What follows belongs to an exercise in optimizing a design on an open flow for small area and a short achievable clock period; a production flow would make more cautious choices. Where RTL was checked, it was by simulation tests only, not by an equivalence proof against the original. No driver is modelled on the clock port, so clock power and skew are understated where the tree is cut down; a real chip needs a root buffer or a tree. Power and IR drop assume default switching activity.

==> inputs of wip/raven <==
==> flow/design.v <==
`timescale 10ns / 1ps
module AGU_top(
    input clk,
    input rst,
    input AGU_enable,
    output logic [$clog2(8192/16)-1:0] MA0_idx,
    output logic [$clog2(8192/16)-1:0] MA1_idx,
    output logic [$clog2(8192/16)-1:0] MA2_idx,
    output logic [$clog2(8192/16)-1:0] MA3_idx,
    output logic [$clog2(8192/16)-1:0] MA4_idx,
    output logic [$clog2(8192/16)-1:0] MA5_idx,
    output logic [$clog2(8192/16)-1:0] MA6_idx,
    output logic [$clog2(8192/16)-1:0] MA7_idx,
    output logic [$clog2(8192/16)-1:0] MA8_idx,
    output logic [$clog2(8192/16)-1:0] MA9_idx,
    output logic [$clog2(8192/16)-1:0] MA10_idx,
    output logic [$clog2(8192/16)-1:0] MA11_idx,
    output logic [$clog2(8192/16)-1:0] MA12_idx,
    output logic [$clog2(8192/16)-1:0] MA13_idx,
    output logic [$clog2(8192/16)-1:0] MA14_idx,
    output logic [$clog2(8192/16)-1:0] MA15_idx,
    output logic [$clog2(16) + 1-1:0] BN0_idx,
    output logic [$clog2(16) + 1-1:0] BN1_idx,
    output logic [$clog2(16) + 1-1:0] BN2_idx,
    output logic [$clog2(16) + 1-1:0] BN3_idx,
    output logic [$clog2(16) + 1-1:0] BN4_idx,
    output logic [$clog2(16) + 1-1:0] BN5_idx,
    output logic [$clog2(16) + 1-1:0] BN6_idx,
    output logic [$clog2(16) + 1-1:0] BN7_idx,
    output logic [$clog2(16) + 1-1:0] BN8_idx,
    output logic [$clog2(16) + 1-1:0] BN9_idx,
    output logic [$clog2(16) + 1-1:0] BN10_idx,
    output logic [$clog2(16) + 1-1:0] BN11_idx,
    output logic [$clog2(16) + 1-1:0] BN12_idx,
    output logic [$clog2(16) + 1-1:0] BN13_idx,
    output logic [$clog2(16) + 1-1:0] BN14_idx,
    output logic [$clog2(16) + 1-1:0] BN15_idx,
    output logic AGU_done_out,
    output logic BN_MA_out_en,
    output logic [2:0] l_AGU_out
);
    logic [4:0] en_d;       
    logic [2:0] rcnt;       
    logic [1:0] L;          
    logic [8:0] C;          
    logic e, first, wrap;
    logic [1:0] L_nxt;
    logic [8:0] C_nxt;
    assign e     = en_d[4];
    assign first = (rcnt == 3'd5);
    assign wrap  = (&C) | first;
    always_comb begin
        if (!e) begin
            C_nxt = 9'd0;
            L_nxt = L;
        end else if (wrap) begin
            C_nxt = 9'd0;
            L_nxt = (L == 2'd2) ? 2'd0 : L + 2'd1;
        end else begin
            C_nxt = C + 9'd1;
            L_nxt = L;
        end
    end
    always_ff @(posedge clk or posedge rst) begin
        if (rst) begin
            en_d <= 5'd0;
            rcnt <= 3'd0;
            L    <= 2'd0;
            C    <= 9'd0;
        end else begin
            en_d <= {en_d[3:0], AGU_enable};
            rcnt <= rcnt + {2'd0, ~&rcnt};
            L    <= L_nxt;
            C    <= C_nxt;
        end
    end
    logic [2:0] G;
    always_ff @(posedge clk or posedge rst) begin
        if (rst) G <= 3'd0;
        else     G <= {en_d[3] & (L_nxt == 2'd2), en_d[3] & (L_nxt == 2'd1), en_d[3] & (L_nxt == 2'd0)};
    end
    logic [8:0] ma_d0, ma_d1;
    always_comb begin
        for (int k = 5; k < 9; k++) begin
            ma_d0[k] = (G[1] & C[13-k]) | (G[2] & C[9-k]);
            ma_d1[k] = ma_d0[k] | G[0];
        end
        for (int k = 1; k < 5; k++) begin
            ma_d0[k] = (G[0] & C[k+4]) | (G[2] & C[9-k]);
            ma_d1[k] = ma_d0[k] | G[1];
        end
        ma_d0[0] = (G[0] | G[1]) & C[4];
        ma_d1[0] = ma_d0[0] | G[2];
    end
    logic [3:0] S, dS;
    always_comb begin
        casez (C[7:0])
            8'b???????0: dS = 4'd1;
            8'b??????01: dS = (L == 2'd2) ? 4'd0  : 4'd1;
            8'b?????011: dS = (L == 2'd2) ? 4'd6  : 4'd1;
            8'b????0111: dS = (L == 2'd2) ? 4'd10 : 4'd1;
            8'b???01111: dS = (L == 2'd2) ? 4'd4  : 4'd2;
            8'b??011111: dS = (L == 2'd0) ? 4'd2  : 4'd1;
            8'b?0111111: dS = (L == 2'd0) ? 4'd2  : 4'd7;
            8'b01111111: dS = (L == 2'd0) ? 4'd2  : 4'd11;
            default:     dS = (L == 2'd0) ? 4'd3  : 4'd5;
        endcase
    end
    always_ff @(posedge clk or posedge rst) begin
        if (rst)               S <= 4'd0;
        else if (!e || wrap)   S <= 4'd0;
        else                   S <= S + dS;
    end
    logic eS0, eS0n, eS1, eS1n, eS2, eS2n, eS3, eS3n, x10;
    logic [3:0] cy2;
    logic [7:0] cy3;
    logic [1:0] bn_d0;
    logic [3:0] bn_d1;
    logic [7:0] bn_d2;
    logic [15:0] bn_d3;
    always_comb begin
        eS0 = e & S[0]; eS0n = e & ~S[0];
        eS1 = e & S[1]; eS1n = e & ~S[1];
        eS2 = e & S[2]; eS2n = e & ~S[2];
        eS3 = e & S[3]; eS3n = e & ~S[3];
        bn_d0[0] = eS0;
        bn_d0[1] = eS0n;
        bn_d1[0] = eS1;
        bn_d1[1] = S[0] ? eS1n : eS1;
        bn_d1[2] = eS1n;
        bn_d1[3] = S[0] ? eS1 : eS1n;
        for (int v = 0; v < 4; v++) begin
            cy2[v] = ({1'b0, S[1:0]} + v) >= 3'd4;
            bn_d2[v]     = cy2[v] ? eS2n : eS2;
            bn_d2[v + 4] = cy2[v] ? eS2 : eS2n;
        end
        for (int v = 0; v < 8; v++) begin
            cy3[v] = ({1'b0, S[2:0]} + v) >= 4'd8;
            bn_d3[v]     = cy3[v] ? eS3n : eS3;
            bn_d3[v + 8] = cy3[v] ? eS3 : eS3n;
        end
    end
    logic [1:0]  ma_r0, ma_r1, ma_r2, ma_r3, ma_r4, ma_r5, ma_r6, ma_r7, ma_r8;
    logic [1:0]  bn_r0;
    logic [3:0]  bn_r1;
    logic [7:0]  bn_r2;
    logic [15:0] bn_r3;
    always_ff @(posedge clk or posedge rst) begin
        if (rst) begin
            ma_r0 <= '0; ma_r1 <= '0; ma_r2 <= '0; ma_r3 <= '0; ma_r4 <= '0;
            ma_r5 <= '0; ma_r6 <= '0; ma_r7 <= '0; ma_r8 <= '0;
            bn_r0 <= '0; bn_r1 <= '0; bn_r2 <= '0; bn_r3 <= '0;
            AGU_done_out <= 1'b0;
            BN_MA_out_en <= 1'b0;
            l_AGU_out    <= 3'd0;
        end else begin
            ma_r0 <= {ma_d1[0], ma_d0[0]}; ma_r1 <= {ma_d1[1], ma_d0[1]};
            ma_r2 <= {ma_d1[2], ma_d0[2]}; ma_r3 <= {ma_d1[3], ma_d0[3]};
            ma_r4 <= {ma_d1[4], ma_d0[4]}; ma_r5 <= {ma_d1[5], ma_d0[5]};
            ma_r6 <= {ma_d1[6], ma_d0[6]}; ma_r7 <= {ma_d1[7], ma_d0[7]};
            ma_r8 <= {ma_d1[8], ma_d0[8]};
            bn_r0 <= bn_d0; bn_r1 <= bn_d1; bn_r2 <= bn_d2; bn_r3 <= bn_d3;
            AGU_done_out <= G[2] & (&C);
            BN_MA_out_en <= e;
            l_AGU_out    <= e ? {1'b0, L_nxt} : 3'd0;
        end
    end
    assign MA0_idx = {ma_r8[0], ma_r7[0], ma_r6[0], ma_r5[0], ma_r4[0], ma_r3[0], ma_r2[0], ma_r1[0], ma_r0[0]};
    assign MA1_idx = {ma_r8[0], ma_r7[0], ma_r6[0], ma_r5[1], ma_r4[0], ma_r3[0], ma_r2[0], ma_r1[1], ma_r0[0]};
    assign MA2_idx = {ma_r8[0], ma_r7[0], ma_r6[1], ma_r5[0], ma_r4[0], ma_r3[0], ma_r2[1], ma_r1[0], ma_r0[0]};
    assign MA3_idx = {ma_r8[0], ma_r7[0], ma_r6[1], ma_r5[1], ma_r4[0], ma_r3[0], ma_r2[1], ma_r1[1], ma_r0[0]};
    assign MA4_idx = {ma_r8[0], ma_r7[1], ma_r6[0], ma_r5[0], ma_r4[0], ma_r3[1], ma_r2[0], ma_r1[0], ma_r0[0]};
    assign MA5_idx = {ma_r8[0], ma_r7[1], ma_r6[0], ma_r5[1], ma_r4[0], ma_r3[1], ma_r2[0], ma_r1[1], ma_r0[0]};
    assign MA6_idx = {ma_r8[0], ma_r7[1], ma_r6[1], ma_r5[0], ma_r4[0], ma_r3[1], ma_r2[1], ma_r1[0], ma_r0[0]};
    assign MA7_idx = {ma_r8[0], ma_r7[1], ma_r6[1], ma_r5[1], ma_r4[0], ma_r3[1], ma_r2[1], ma_r1[1], ma_r0[0]};
    assign MA8_idx = {ma_r8[1], ma_r7[0], ma_r6[0], ma_r5[0], ma_r4[1], ma_r3[0], ma_r2[0], ma_r1[0], ma_r0[1]};
    assign MA9_idx = {ma_r8[1], ma_r7[0], ma_r6[0], ma_r5[1], ma_r4[1], ma_r3[0], ma_r2[0], ma_r1[1], ma_r0[1]};
    assign MA10_idx = {ma_r8[1], ma_r7[0], ma_r6[1], ma_r5[0], ma_r4[1], ma_r3[0], ma_r2[1], ma_r1[0], ma_r0[1]};
    assign MA11_idx = {ma_r8[1], ma_r7[0], ma_r6[1], ma_r5[1], ma_r4[1], ma_r3[0], ma_r2[1], ma_r1[1], ma_r0[1]};
    assign MA12_idx = {ma_r8[1], ma_r7[1], ma_r6[0], ma_r5[0], ma_r4[1], ma_r3[1], ma_r2[0], ma_r1[0], ma_r0[1]};
    assign MA13_idx = {ma_r8[1], ma_r7[1], ma_r6[0], ma_r5[1], ma_r4[1], ma_r3[1], ma_r2[0], ma_r1[1], ma_r0[1]};
    assign MA14_idx = {ma_r8[1], ma_r7[1], ma_r6[1], ma_r5[0], ma_r4[1], ma_r3[1], ma_r2[1], ma_r1[0], ma_r0[1]};
    assign MA15_idx = {ma_r8[1], ma_r7[1], ma_r6[1], ma_r5[1], ma_r4[1], ma_r3[1], ma_r2[1], ma_r1[1], ma_r0[1]};
    assign BN0_idx = {1'b0, bn_r3[0], bn_r2[0], bn_r1[0], bn_r0[0]};
    assign BN1_idx = {1'b0, bn_r3[2], bn_r2[2], bn_r1[2], bn_r0[0]};
    assign BN2_idx = {1'b0, bn_r3[4], bn_r2[4], bn_r1[0], bn_r0[0]};
    assign BN3_idx = {1'b0, bn_r3[6], bn_r2[6], bn_r1[2], bn_r0[0]};
    assign BN4_idx = {1'b0, bn_r3[8], bn_r2[0], bn_r1[0], bn_r0[0]};
    assign BN5_idx = {1'b0, bn_r3[10], bn_r2[2], bn_r1[2], bn_r0[0]};
    assign BN6_idx = {1'b0, bn_r3[12], bn_r2[4], bn_r1[0], bn_r0[0]};
    assign BN7_idx = {1'b0, bn_r3[14], bn_r2[6], bn_r1[2], bn_r0[0]};
    assign BN8_idx = {1'b0, bn_r3[1], bn_r2[1], bn_r1[1], bn_r0[1]};
    assign BN9_idx = {1'b0, bn_r3[3], bn_r2[3], bn_r1[3], bn_r0[1]};
    assign BN10_idx = {1'b0, bn_r3[5], bn_r2[5], bn_r1[1], bn_r0[1]};
    assign BN11_idx = {1'b0, bn_r3[7], bn_r2[7], bn_r1[3], bn_r0[1]};
    assign BN12_idx = {1'b0, bn_r3[9], bn_r2[1], bn_r1[1], bn_r0[1]};
    assign BN13_idx = {1'b0, bn_r3[11], bn_r2[3], bn_r1[3], bn_r0[1]};
    assign BN14_idx = {1'b0, bn_r3[13], bn_r2[5], bn_r1[1], bn_r0[1]};
    assign BN15_idx = {1'b0, bn_r3[15], bn_r2[7], bn_r1[3], bn_r0[1]};
endmodule
==> flow/flow/run.sh <==
#!/bin/bash
# Standard ORFS layout, with the smallest buffer (buf_1) on every input and
# output port, and clock tree synthesis without dummy loads.
set -euo pipefail
export BUFFER_PORTS_ARGS="-buffer_cell sky130_fd_sc_hd__buf_1"
export CTS_ARGS="-sink_clustering_enable -repair_clock_nets -dont_use_dummy_load"
bash standard.sh > standard_flow.log 2>&1
==> flow/standard.sh <==
#!/bin/bash
# synth_recipe.tcl (not shown) runs the flow's synth.tcl, then flattens the netlist and writes it again
# the make line also repeats each setting of config.mk as NAME=value (left out here)
make -C /OpenROAD-flow-scripts/flow DESIGN_CONFIG=/design/flow/config.mk WORK_HOME=/design/flow/orfs CLKGATE_MAP_FILE= SYNTH_SCRIPT=/design/flow/synth_recipe.tcl "${@:-finish}"
==> flow/config.mk <==
export PLATFORM = sky130hd
export DESIGN_NAME = AGU_top
export DESIGN_NICKNAME = AGU_top
export VERILOG_FILES = /design/flow/design.v
export SDC_FILE = /design/flow/constraint.sdc
export NUM_CORES = 4
export LEC_CHECK = 0
export CAP_MARGIN = 20
export CORE_MARGIN = 2
export CORE_UTILIZATION = 40
export SETUP_SLACK_MARGIN = 5
export SLEW_MARGIN = 20
==> flow/constraint.sdc <==
create_clock -name core_clock -period 8.0 [get_ports {clk}]
set_input_delay 1.6000 -clock core_clock [delete_from_list [all_inputs] [get_ports {clk}]]
set_output_delay 1.6000 -clock core_clock [all_outputs]
set_load 0.01 [all_outputs]
==> inputs of wip/quartz, as changes to wip/raven <==
--- a/flow/design.v
+++ b/flow/design.v
@@ -40,22 +40,23 @@
     output logic [2:0] l_AGU_out
 );
     logic [4:0] en_d;       
-    logic [2:0] rcnt;       
     logic [1:0] L;          
     logic [8:0] C;          
-    logic e, first, wrap;
+    logic [3:0] S, dS, dS_nxt, dS_odd;
+    logic e, fresh, first, wrap;
     logic [1:0] L_nxt;
     logic [8:0] C_nxt;
     assign e     = en_d[4];
-    assign first = (rcnt == 3'd5);
+    assign fresh = dS[3] & ~C[0];
+    assign first = (L == 2'd3);
     assign wrap  = (&C) | first;
     always_comb begin
         if (!e) begin
             C_nxt = 9'd0;
-            L_nxt = L;
+            L_nxt = fresh ? {2{AGU_enable}} : L;
         end else if (wrap) begin
             C_nxt = 9'd0;
-            L_nxt = (L == 2'd2) ? 2'd0 : L + 2'd1;
+            L_nxt = {L == 2'd1, L[1] == L[0]};
         end else begin
             C_nxt = C + 9'd1;
             L_nxt = L;
@@ -64,21 +65,16 @@
     always_ff @(posedge clk or posedge rst) begin
         if (rst) begin
             en_d <= 5'd0;
-            rcnt <= 3'd0;
             L    <= 2'd0;
             C    <= 9'd0;
         end else begin
             en_d <= {en_d[3:0], AGU_enable};
-            rcnt <= rcnt + {2'd0, ~&rcnt};
             L    <= L_nxt;
             C    <= C_nxt;
         end
     end
     logic [2:0] G;
-    always_ff @(posedge clk or posedge rst) begin
-        if (rst) G <= 3'd0;
-        else     G <= {en_d[3] & (L_nxt == 2'd2), en_d[3] & (L_nxt == 2'd1), en_d[3] & (L_nxt == 2'd0)};
-    end
+    assign G = {e & (L == 2'd2), e & (L == 2'd1), e & (L[1] == L[0])};
     logic [8:0] ma_d0, ma_d1;
     always_comb begin
         for (int k = 5; k < 9; k++) begin
@@ -92,24 +88,27 @@
         ma_d0[0] = (G[0] | G[1]) & C[4];
         ma_d1[0] = ma_d0[0] | G[2];
     end
-    logic [3:0] S, dS;
     always_comb begin
-        casez (C[7:0])
-            8'b???????0: dS = 4'd1;
-            8'b??????01: dS = (L == 2'd2) ? 4'd0  : 4'd1;
-            8'b?????011: dS = (L == 2'd2) ? 4'd6  : 4'd1;
-            8'b????0111: dS = (L == 2'd2) ? 4'd10 : 4'd1;
-            8'b???01111: dS = (L == 2'd2) ? 4'd4  : 4'd2;
-            8'b??011111: dS = (L == 2'd0) ? 4'd2  : 4'd1;
-            8'b?0111111: dS = (L == 2'd0) ? 4'd2  : 4'd7;
-            8'b01111111: dS = (L == 2'd0) ? 4'd2  : 4'd11;
-            default:     dS = (L == 2'd0) ? 4'd3  : 4'd5;
+        casez (C[7:1])
+            7'b??????0: dS_odd = (L == 2'd2) ? 4'd0  : 4'd1;
+            7'b?????01: dS_odd = (L == 2'd2) ? 4'd6  : 4'd1;
+            7'b????011: dS_odd = (L == 2'd2) ? 4'd10 : 4'd1;
+            7'b???0111: dS_odd = (L == 2'd2) ? 4'd4  : 4'd2;
+            7'b??01111: dS_odd = (L == 2'd0) ? 4'd2  : 4'd1;
+            7'b?011111: dS_odd = (L == 2'd0) ? 4'd2  : 4'd7;
+            7'b0111111: dS_odd = (L == 2'd0) ? 4'd2  : 4'd11;
+            default:    dS_odd = (L == 2'd0) ? 4'd3  : 4'd5;
         endcase
+        dS_nxt = (e && !wrap && !C[0]) ? dS_odd : 4'd1;
     end
     always_ff @(posedge clk or posedge rst) begin
-        if (rst)               S <= 4'd0;
-        else if (!e || wrap)   S <= 4'd0;
-        else                   S <= S + dS;
+        if (rst) begin
+            S  <= 4'd0;
+            dS <= 4'd8;
+        end else begin
+            S  <= (!e || wrap) ? 4'd0 : S + dS;
+            dS <= dS_nxt;
+        end
     end
     logic eS0, eS0n, eS1, eS1n, eS2, eS2n, eS3, eS3n, x10;
     logic [3:0] cy2;
==> flow/flow/run.sh (replaced) <==
#!/bin/bash
# Standard ORFS layout, with: the smallest buffer (buf_1) on every input and
# output port; one shared tie cell for the constant outputs; and the clock
# distributed by four quadrant buffers (flow/pre_cts.tcl) instead of an H-tree.
set -euo pipefail
export BUFFER_PORTS_ARGS="-buffer_cell sky130_fd_sc_hd__buf_1"
export SKIP_REPAIR_TIE_FANOUT=1
export PRE_CTS_TCL="$(pwd)/flow/pre_cts.tcl"
export ROOT_CLKBUF=${ROOT_CLKBUF:-sky130_fd_sc_hd__clkbuf_16}
export SETUP_SLACK_MARGIN=5.5
bash standard.sh > standard_flow.log 2>&1
==> flow/flow/pre_cts.tcl (new file) <==
# Clock distribution: the design has under 100 flip-flops on a small die, so
# the clock port drives four buffers (one per quadrant of the flip-flops,
# each at its group's centroid) and each buffer drives its group's clock
# pins directly, instead of TritonCTS's two-level H-tree. The clock port
# feeds only these four buffers. clock_tree_synthesis is then a no-op here.
set cell $::env(ROOT_CLKBUF)
set block [ord::get_db_block]
set clknet [$block findNet clk]
set master [[ord::get_db] findMaster $cell]
set sinks {}
set sx 0
set sy 0
foreach it [$clknet getITerms] {
  set loc [[$it getInst] getLocation]
  lappend sinks [list $it [lindex $loc 0] [lindex $loc 1]]
  set sx [expr {$sx + [lindex $loc 0]}]
  set sy [expr {$sy + [lindex $loc 1]}]
}
set n [llength $sinks]
set cx [expr {$sx / $n}]
set cy [expr {$sy / $n}]
puts "pre_cts: $n clock sinks, centroid $cx $cy"
for {set q 0} {$q < 4} {incr q} { set grp($q) {} }
foreach s $sinks {
  lassign $s it x y
  set q [expr {($x >= $cx ? 1 : 0) + ($y >= $cy ? 2 : 0)}]
  lappend grp($q) $s
}
for {set q 0} {$q < 4} {incr q} {
  set m [llength $grp($q)]
  if {$m == 0} continue
  set gx 0
  set gy 0
  foreach s $grp($q) {
    lassign $s it x y
    set gx [expr {$gx + $x}]
    set gy [expr {$gy + $y}]
  }
  set buf [odb::dbInst_create $block $master clkbuf_q$q]
  set net [odb::dbNet_create $block clknet_q$q]
  $net setSigType CLOCK
  foreach s $grp($q) {
    set it [lindex $s 0]
    $it disconnect
    $it connect $net
  }
  [$buf findITerm A] connect $clknet
  [$buf findITerm X] connect $net
  $buf setLocation [expr {$gx / $m}] [expr {$gy / $m}]
  $buf setPlacementStatus PLACED
  puts "pre_cts: quadrant $q: $m sinks"
}
rename clock_tree_synthesis orig_clock_tree_synthesis
proc clock_tree_synthesis {args} { puts "clock_tree_synthesis skipped (quadrant buffers inserted)" }

# Flip-flops whose output drives several output-port buffers get a stronger
# drive (same function, dfrtp_1 -> FF_UPSIZE), so the clock-to-output paths
# are not slowed by the shared load.
if {[info exists ::env(FF_UPSIZE)] && $::env(FF_UPSIZE) ne ""} {
  set big [[ord::get_db] findMaster $::env(FF_UPSIZE)]
  set nup 0
  foreach inst [$block getInsts] {
    if {[[$inst getMaster] getName] ne "sky130_fd_sc_hd__dfrtp_1"} continue
    set q [$inst findITerm Q]
    set net [$q getNet]
    if {$net eq "NULL"} continue
    if {[llength [$net getITerms]] - 1 >= $::env(FF_UPSIZE_MIN_FANOUT)} {
      $inst swapMaster $big
      incr nup
    }
  }
  puts "pre_cts: $nup flip-flops upsized to $::env(FF_UPSIZE)"
}
Settings changed: PLACE_DENSITY from default to 0.7, SETUP_SLACK_MARGIN 5 to default.
==> inputs of wip/zinc, as changes to wip/raven <==
--- a/flow/design.v
+++ b/flow/design.v
@@ -92,24 +92,13 @@
         ma_d0[0] = (G[0] | G[1]) & C[4];
         ma_d1[0] = ma_d0[0] | G[2];
     end
-    logic [3:0] S, dS;
+    logic [3:0] S, sa, sb;
+    logic       sc;
     always_comb begin
-        casez (C[7:0])
-            8'b???????0: dS = 4'd1;
-            8'b??????01: dS = (L == 2'd2) ? 4'd0  : 4'd1;
-            8'b?????011: dS = (L == 2'd2) ? 4'd6  : 4'd1;
-            8'b????0111: dS = (L == 2'd2) ? 4'd10 : 4'd1;
-            8'b???01111: dS = (L == 2'd2) ? 4'd4  : 4'd2;
-            8'b??011111: dS = (L == 2'd0) ? 4'd2  : 4'd1;
-            8'b?0111111: dS = (L == 2'd0) ? 4'd2  : 4'd7;
-            8'b01111111: dS = (L == 2'd0) ? 4'd2  : 4'd11;
-            default:     dS = (L == 2'd0) ? 4'd3  : 4'd5;
-        endcase
-    end
-    always_ff @(posedge clk or posedge rst) begin
-        if (rst)               S <= 4'd0;
-        else if (!e || wrap)   S <= 4'd0;
-        else                   S <= S + dS;
+        sa = G[2] ? {C[2], C[3], C[4], C[5]} : C[3:0];
+        sb = ({4{G[0]}} & C[7:4]) | ({4{G[1]}} & {C[6], C[7], C[8], C[5]}) | ({4{G[2]}} & {C[6], C[7], C[8], C[1]});
+        sc = (G[0] & C[8]) | (G[1] & C[4]) | (G[2] & C[0]);
+        S = sa + sb + {3'd0, sc};
     end
     logic eS0, eS0n, eS1, eS1n, eS2, eS2n, eS3, eS3n, x10;
     logic [3:0] cy2;
Settings changed: ABC_AREA from default to 1.
==> flow_summary.html <==
<table>
<tr><th>Metric</th><th>Value</th></tr>
<tr><th colspan="2">Yosys</th></tr>
<tr><td>Post-synthesis register bit count</td><td>74</td></tr>
<tr><td>Mux cell area share after synthesis</td><td>0</td></tr>
<tr><th colspan="2">Worst setup path</th></tr>
<tr><td>Endpoint of the most critical setup path</td><td>bn_r3[7]$_DFF_PP0_</td></tr>
<tr><th colspan="2">Global route</th></tr>
<tr><td>GR Util All Layers</td><td>0.132</td></tr>
<tr><th colspan="2">Cells and area</th></tr>
<tr><td>Final design area excluding fillers</td><td>0.00411 mm²</td></tr>
<tr><td>Share of the core filled with cells</td><td>0.395</td></tr>
<tr><td>Top library cells by usage in the layout, fill and taps aside</td><td>sky130_fd_sc_hd__buf_1, sky130_fd_sc_hd__dfrtp_1, sky130_fd_sc_hd__nand2_1</td></tr>
<tr><td>Area Growth Syn to Fin</td><td>-4.92%</td></tr>
<tr><td>Number of sequential storage elements</td><td>74</td></tr>
<tr><th colspan="2">Power and ir drop</th></tr>
<tr><td>Sw frac</td><td>0.280</td></tr>
<tr><td>Power of the clock network</td><td>0.211 mW</td></tr>
<tr><th colspan="2">Floorplan</th></tr>
<tr><td>Vertical extent of the die</td><td>108 µm</td></tr>
<tr><td>Total die area</td><td>0.0117 mm²</td></tr>
<tr><th colspan="2">Outcome</th></tr>
<tr><td>Outcome</td><td>finished clean</td></tr>
<tr><th colspan="2">Detailed routing</th></tr>
<tr><td>Via-to-Cell Ratio</td><td>4.31</td></tr>
</table>
The numbers above come from wip/zinc.

==> flow_summary.html <==
<table>
<tr><th>Metric</th><th>Value</th></tr>
<tr><th colspan="2">Worst setup path</th></tr>
<tr><td>Endpoint of the most critical setup path</td><td>S[3]$_DFF_PP0_</td></tr>
<tr><th colspan="2">Power and ir drop</th></tr>
<tr><td>Power of the clock network</td><td>0.217 mW</td></tr>
<tr><td>Sw frac</td><td>0.292</td></tr>
<tr><th colspan="2">Global route</th></tr>
<tr><td>GR Util All Layers</td><td>0.125</td></tr>
<tr><th colspan="2">Outcome</th></tr>
<tr><td>Outcome</td><td>finished clean</td></tr>
<tr><th colspan="2">Cells and area</th></tr>
<tr><td>Top library cells by usage in the layout, fill and taps aside</td><td>sky130_fd_sc_hd__buf_1, sky130_fd_sc_hd__dfrtp_1, sky130_fd_sc_hd__nor2_1</td></tr>
<tr><td>Final design area excluding fillers</td><td>0.00423 mm²</td></tr>
<tr><td>Number of sequential storage elements</td><td>78</td></tr>
<tr><th colspan="2">Run</th></tr>
<tr><td>Max-cap violations</td><td>0</td></tr>
<tr><th colspan="2">Yosys</th></tr>
<tr><td>Fraction of synthesis flops using an asynchronous set or reset pin</td><td>1.00</td></tr>
<tr><td>Share of the synthesized area in the top cell type</td><td>0.439</td></tr>
<tr><td>Simple-gate portion of the synthesized area</td><td>0.111</td></tr>
<tr><td>Mux cell area share after synthesis</td><td>0.00675</td></tr>
<tr><th colspan="2">Floorplan</th></tr>
<tr><td>Total die area</td><td>0.0120 mm²</td></tr>
<tr><th colspan="2">CTS</th></tr>
<tr><td>TritonCTS clock tree</td><td>built</td></tr>
<tr><th colspan="2">Detailed routing</th></tr>
<tr><td>Via-to-Cell Ratio</td><td>4.31</td></tr>
</table>
The numbers above come from wip/raven.

==> flow_summary.html <==
<table>
<tr><th>Metric</th><th>Value</th></tr>
<tr><th colspan="2">Outcome</th></tr>
<tr><td>Outcome</td><td>finished clean</td></tr>
<tr><th colspan="2">Global route</th></tr>
<tr><td>Vias in the first global route</td><td>2096</td></tr>
<tr><td>GR Util All Layers</td><td>0.115</td></tr>
<tr><td>Met1 capacity usage during global routing</td><td>0.152</td></tr>
<tr><th colspan="2">Cells and area</th></tr>
<tr><td>Number of sequential storage elements</td><td>76</td></tr>
<tr><td>Top library cells by usage in the layout, fill and taps aside</td><td>sky130_fd_sc_hd__buf_1, sky130_fd_sc_hd__dfrtp_1, sky130_fd_sc_hd__nor2_1</td></tr>
<tr><td>Final design area excluding fillers</td><td>0.00404 mm²</td></tr>
<tr><td>Share of the core filled with cells</td><td>0.378</td></tr>
<tr><th colspan="2">Floorplan</th></tr>
<tr><td>Num tapcells</td><td>140</td></tr>
<tr><td>Total die area</td><td>0.0117 mm²</td></tr>
<tr><th colspan="2">Detailed routing</th></tr>
<tr><td>Via-to-Cell Ratio</td><td>4.33</td></tr>
<tr><th colspan="2">Worst setup path</th></tr>
<tr><td>Endpoint of the most critical setup path</td><td>MA8_idx[1]</td></tr>
<tr><td>RR Startpoint</td><td>C[0]$_DFF_PP0_</td></tr>
<tr><th colspan="2">Power and ir drop</th></tr>
<tr><td>Power of the clock network</td><td>0.183 mW</td></tr>
<tr><td>Sw frac</td><td>0.385</td></tr>
<tr><th colspan="2">Yosys</th></tr>
<tr><td>Mux cell area share after synthesis</td><td>0.00231</td></tr>
<tr><td>Post-synthesis adder-cell area fraction</td><td>0.0306</td></tr>
<tr><td>Post-synthesis register bit count</td><td>76</td></tr>
</table>
The numbers above come from wip/quartz.

Function not checked in wip/raven and wip/zinc: the RTL went through the layout flow alone. In wip/quartz the design's own scripts or RTL, not TritonCTS, make the clock network.

==> port drivers added, routing unchanged <==
How much do the figures lean on ideal ports? The routed layouts below were timed once more, with nothing changed but the port constraints.
Step 1, drivers: a clkbuf_16 drives clk and a buf_2 each remaining input, both assumed.
Step 2 moves the port delays by t, midway between the first and last clock arrival at a register: inputs arrive t later, outputs are due t later. That takes back most of the time a late clock gives input paths.
Slacks: ideal ports / drivers / drivers and shift; pairs: ideal ports / drivers.
run	shift t [ns]	setup slack, ns	worst setup path after step 2
wip/raven	0.366	5.213 / 5.213 / 5.213	register to register
wip/quartz	0.218	5.580 / 5.503 / 5.713	input, reset recovery
wip/zinc	0.365	5.178 / 5.178 / 5.178	register to register
After both steps every run listed still meets setup and hold. The worst setup slack also covers recovery checks on asynchronous resets.
